From an optimization exercise on the open Yosys and OpenROAD flow, aimed at a short achievable clock period and few clock cycles; shortcuts taken in it are not production practice.
Function was checked by simulation only, so behaviour that the tests miss may differ from the original.
No activity file was given, so power comes from the tool's default toggle rates.

## y86
module y86 (
    input             clk,
    input             rst,
    output            imem_req,
    output     [63:0] imem_addr,
    input             imem_ready,
    input      [79:0] imem_rdata,
    output            dmem_req,
    output            dmem_we,
    output     [63:0] dmem_addr,
    output     [63:0] dmem_wdata,
    input             dmem_ready,
    input      [63:0] dmem_rdata,
    output            halted,
    output     [1:0]  stat,
    output     [63:0] halt_pc,
    input      [3:0]  dbg_raddr,
    output     [63:0] dbg_rdata
);
Size in the first run: roughly 25000 cells after synthesis, ~480 I/O pins, about 0.20 mm^2 of cells after synthesis.
Settings: LEC_CHECK=0, CAP_MARGIN=20, CELL_PAD_IN_SITES_DETAIL_PLACEMENT=1, CELL_PAD_IN_SITES_GLOBAL_PLACEMENT=2, CORE_MARGIN=2, CORE_UTILIZATION=30, PLACE_DENSITY=0.45, SLEW_MARGIN=20, SYNTH_HIERARCHICAL=1; clock period 12.0 ns.
standard.sh (not shown) runs the stock make flow with config.mk's settings and CLKGATE_MAP_FILE= SYNTH_SCRIPT=/design/flow/synth_recipe.tcl, a recipe that flattens the netlist after the stock synthesis.
==> flow/flow/run.sh <==
#!/bin/bash
# Layout: the standard ORFS flow (standard synthesis unchanged), with
# port buffers that resizing may change to any drive strength, timing repair
# that aims for a shorter period than the clock's, and, after global routing,
# a slew and capacitance repair and antenna diodes placed with a margin
# (flow/antenna.tcl). ORFS's own logs stay under orfs/logs.
set -euo pipefail
here=$(pwd)
bash standard.sh MATCH_CELL_FOOTPRINT=0 \
  "BUFFER_PORTS_ARGS=-buffer_cell sky130_fd_sc_hd__buf_6" \
  SETUP_SLACK_MARGIN=5 \
  POST_GLOBAL_ROUTE_TCL=$here/flow/antenna.tcl \
  MAX_REPAIR_ANTENNAS_ITER_DRT=10 \
  finish > standard_flow.log 2>&1
==> flow/flow/antenna.tcl <==
# After global routing and its timing repair: fix the max slew and max
# capacitance that timing repair may have left (on the global routes, with
# a wide margin), then insert antenna diodes with a wide margin, so that
# detailed routing leaves no antenna violation to fix by routing again.
estimate_parasitics -global_routing
global_route -start_incremental
repair_design -slew_margin 40 -cap_margin 40
detailed_placement
global_route -end_incremental
estimate_parasitics -global_routing
repair_antennas -ratio_margin 50 -iterations 5
check_placement
Testbench counts at the start, summed over its fixed seeds: cycles 20,188.
Next try:
--- a/flow/flow/run.sh
+++ b/flow/flow/run.sh
@@ -9,5 +9,5 @@
 bash standard.sh MATCH_CELL_FOOTPRINT=0 \
   "BUFFER_PORTS_ARGS=-buffer_cell sky130_fd_sc_hd__buf_6" \
-  SETUP_SLACK_MARGIN=5 \
+  SETUP_SLACK_MARGIN=7 \
   POST_GLOBAL_ROUTE_TCL=$here/flow/antenna.tcl \
   MAX_REPAIR_ANTENNAS_ITER_DRT=10 \
The changed run finished with timing, DRC and antenna clean.
Power is higher by 19%.
Wire length climbs by 12%.
Global-route usage goes up by 4.6 points.
Design area goes up by 18%.
Combinational power came out higher by 31%.
Synthesized cell count does not change.
Non-clock buffer count rose by 1866.
Setup slack gets better by 0.17 ns.
Sequential power came out lower by about 0.7%.


== wip/maple ==
Another version of the RTL of y86 (not shown whole).
Size in the first run: roughly 21,000 cells after synthesis, ~480 I/O pins, roughly 170,000 µm² of cells after synthesis.
export LEC_CHECK = 0
export CAP_MARGIN = 20
export CORE_MARGIN = 2
export CORE_UTILIZATION = 30
export PLACE_DENSITY = 0.45
export SLEW_MARGIN = 20
export SYNTH_HIERARCHICAL = 1
create_clock -name core_clock -period 12.0 [get_ports {clk}]
==> flow/flow/run.sh <==
#!/bin/bash
# Layout: the standard ORFS flow (standard synthesis unchanged), with
# port buffers that resizing may change to any drive strength, timing repair
# that aims for a shorter period than the clock's, and antenna diodes placed
# with a margin after global routing. ORFS's own logs stay under orfs/logs.
set -euo pipefail
here=$(pwd)
bash standard.sh MATCH_CELL_FOOTPRINT=0 \
  "BUFFER_PORTS_ARGS=-buffer_cell sky130_fd_sc_hd__buf_6" \
  SETUP_SLACK_MARGIN=5 \
  POST_GLOBAL_ROUTE_TCL=$here/flow/antenna.tcl \
  MAX_REPAIR_ANTENNAS_ITER_DRT=10 \
  finish > standard_flow.log 2>&1
==> flow/flow/antenna.tcl <==
# After global routing: insert antenna diodes with a wide margin on the
# global routes, so that detailed routing leaves no antenna violation to fix
# by routing again.
repair_antennas -ratio_margin 50 -iterations 5
check_placement
STATUS run=wip/maple STAGES=ALL_DONE FINAL_CHECKS=FAILED CAUSE=max-capacitance violations, max-slew violations
Testbench counts of wip/maple, summed over its fixed seeds: cycles 21,692.
The following lists how wip/lagoon was set up differently from wip/maple:
==> flow/flow/run.sh <==
#!/bin/bash
# Layout: the standard ORFS flow (standard synthesis unchanged), with
# port buffers that resizing may change to any drive strength, timing repair
# that aims for a shorter period than the clock's, and, after global routing,
# a slew and capacitance repair and antenna diodes placed with a margin
# (flow/antenna.tcl). ORFS's own logs stay under orfs/logs.
set -euo pipefail
here=$(pwd)
bash standard.sh MATCH_CELL_FOOTPRINT=0 \
  "BUFFER_PORTS_ARGS=-buffer_cell sky130_fd_sc_hd__buf_6" \
  SETUP_SLACK_MARGIN=7 \
  POST_GLOBAL_ROUTE_TCL=$here/flow/antenna.tcl \
  MAX_REPAIR_ANTENNAS_ITER_DRT=10 \
  finish > standard_flow.log 2>&1
==> flow/flow/antenna.tcl <==
# After global routing and its timing repair: fix the max slew and max
# capacitance that timing repair may have left (on the global routes, with
# a wide margin), then insert antenna diodes with a wide margin, so that
# detailed routing leaves no antenna violation to fix by routing again.
estimate_parasitics -global_routing
global_route -start_incremental
repair_design -slew_margin 40 -cap_margin 40
detailed_placement
global_route -end_incremental
estimate_parasitics -global_routing
repair_antennas -ratio_margin 50 -iterations 5
check_placement
### Flow results
wip/lagoon ended up with a higher routed wire length than wip/maple did.
[wip/lagoon] number of global-route vias before repair rose 15,600 relative to wip/maple
Against wip/maple as the reference, wip/lagoon delivers a lower sequential share of layout area.
Every stage of the flow completed for wip/lagoon, and the final layout passed the timing, design-rule and antenna checks.
Ran to the end and failed final checks on max-capacitance violations, max-slew violations: wip/maple.
Comparing wip/lagoon and wip/maple, reg-to-reg setup timing slack is lower on wip/maple.
From wip/maple to wip/lagoon the numbers moved as follows: routed metal-1 wire length rose by about 11%; final instance area grew by about 26%; number of inserted diodes up 35%; area of the die essentially unchanged.
End of the critical path = dmem_addr[57]: wip/lagoon; end of the critical path = m_d[14]: wip/maple
wip/maple has lower post-synthesis to final-layout area growth than wip/lagoon.
wip/maple -> wip/lagoon: sum of overflow across all layers after global routing delta 0, exact match
The following lists how wip/raven was set up differently from wip/lagoon:
diff --git a/flow/flow/run.sh b/flow/flow/run.sh
--- a/flow/flow/run.sh
+++ b/flow/flow/run.sh
@@ -10,3 +10,3 @@
   "BUFFER_PORTS_ARGS=-buffer_cell sky130_fd_sc_hd__buf_6" \
-  SETUP_SLACK_MARGIN=7 \
+  SETUP_SLACK_MARGIN=5 \
   POST_GLOBAL_ROUTE_TCL=$here/flow/antenna.tcl \
Results
- [wip/raven] via density per instance fell 4.0% relative to wip/lagoon
- Overall power improves in wip/raven relative to wip/lagoon.
- Lower post-route core utilization among wip/lagoon and wip/raven: wip/raven
- | final area | wip/raven vs wip/lagoon | better |
- On clock power, the lower figure sits with wip/raven, not wip/lagoon.
- Global-route usage: lower on wip/raven
- Looking at initial antenna violation count, wip/raven sits 46 higher than wip/lagoon does.

[what the ideal ports hide]
In the flow no input, the clock included, has a driving cell. The finished layouts below were timed again as built, in two steps.
Step 1, drivers: a clkbuf_16 drives clk and a buf_2 each remaining input, both assumed.
Step 2 adds t to the input delays and takes it off the output delays; t is the mean of the earliest and latest rising clock arrival at the registers after step 1. Input paths then give back, and output paths get back, about the clock's delay inside the block.
a / b / c = ideal ports / drivers / drivers and shift; a / b = the first two.
run | shift t [ns] | slack for setup (ns) | worst setup path at the end | latest minus earliest clock arrival (ns) | worst data-port slew with drivers (ns)
the first run of note 1 | 1.228 | 4.094 / 4.214 / 2.985 | input to register | 0.147 / 0.147 | 0.69
the second run of note 1 | 1.248 | 4.266 / 4.266 / 3.198 | input to register | 0.135 / 0.135 | 0.82
wip/maple | 1.166 | 4.653 / 4.601 / 3.584 | input to register | 0.116 / 0.116 | 0.44
wip/lagoon | 1.205 | 4.875 / 4.461 / 4.300 | input to register | 0.127 / 0.127 | 0.96
wip/raven | 1.170 | 4.669 / 4.581 / 3.595 | input to register | 0.122 / 0.122 | 0.45
For the first run of note 1, which loses most, drivers alone change the setup slack by +0.120 ns; drivers and shift together by -1.109 ns.
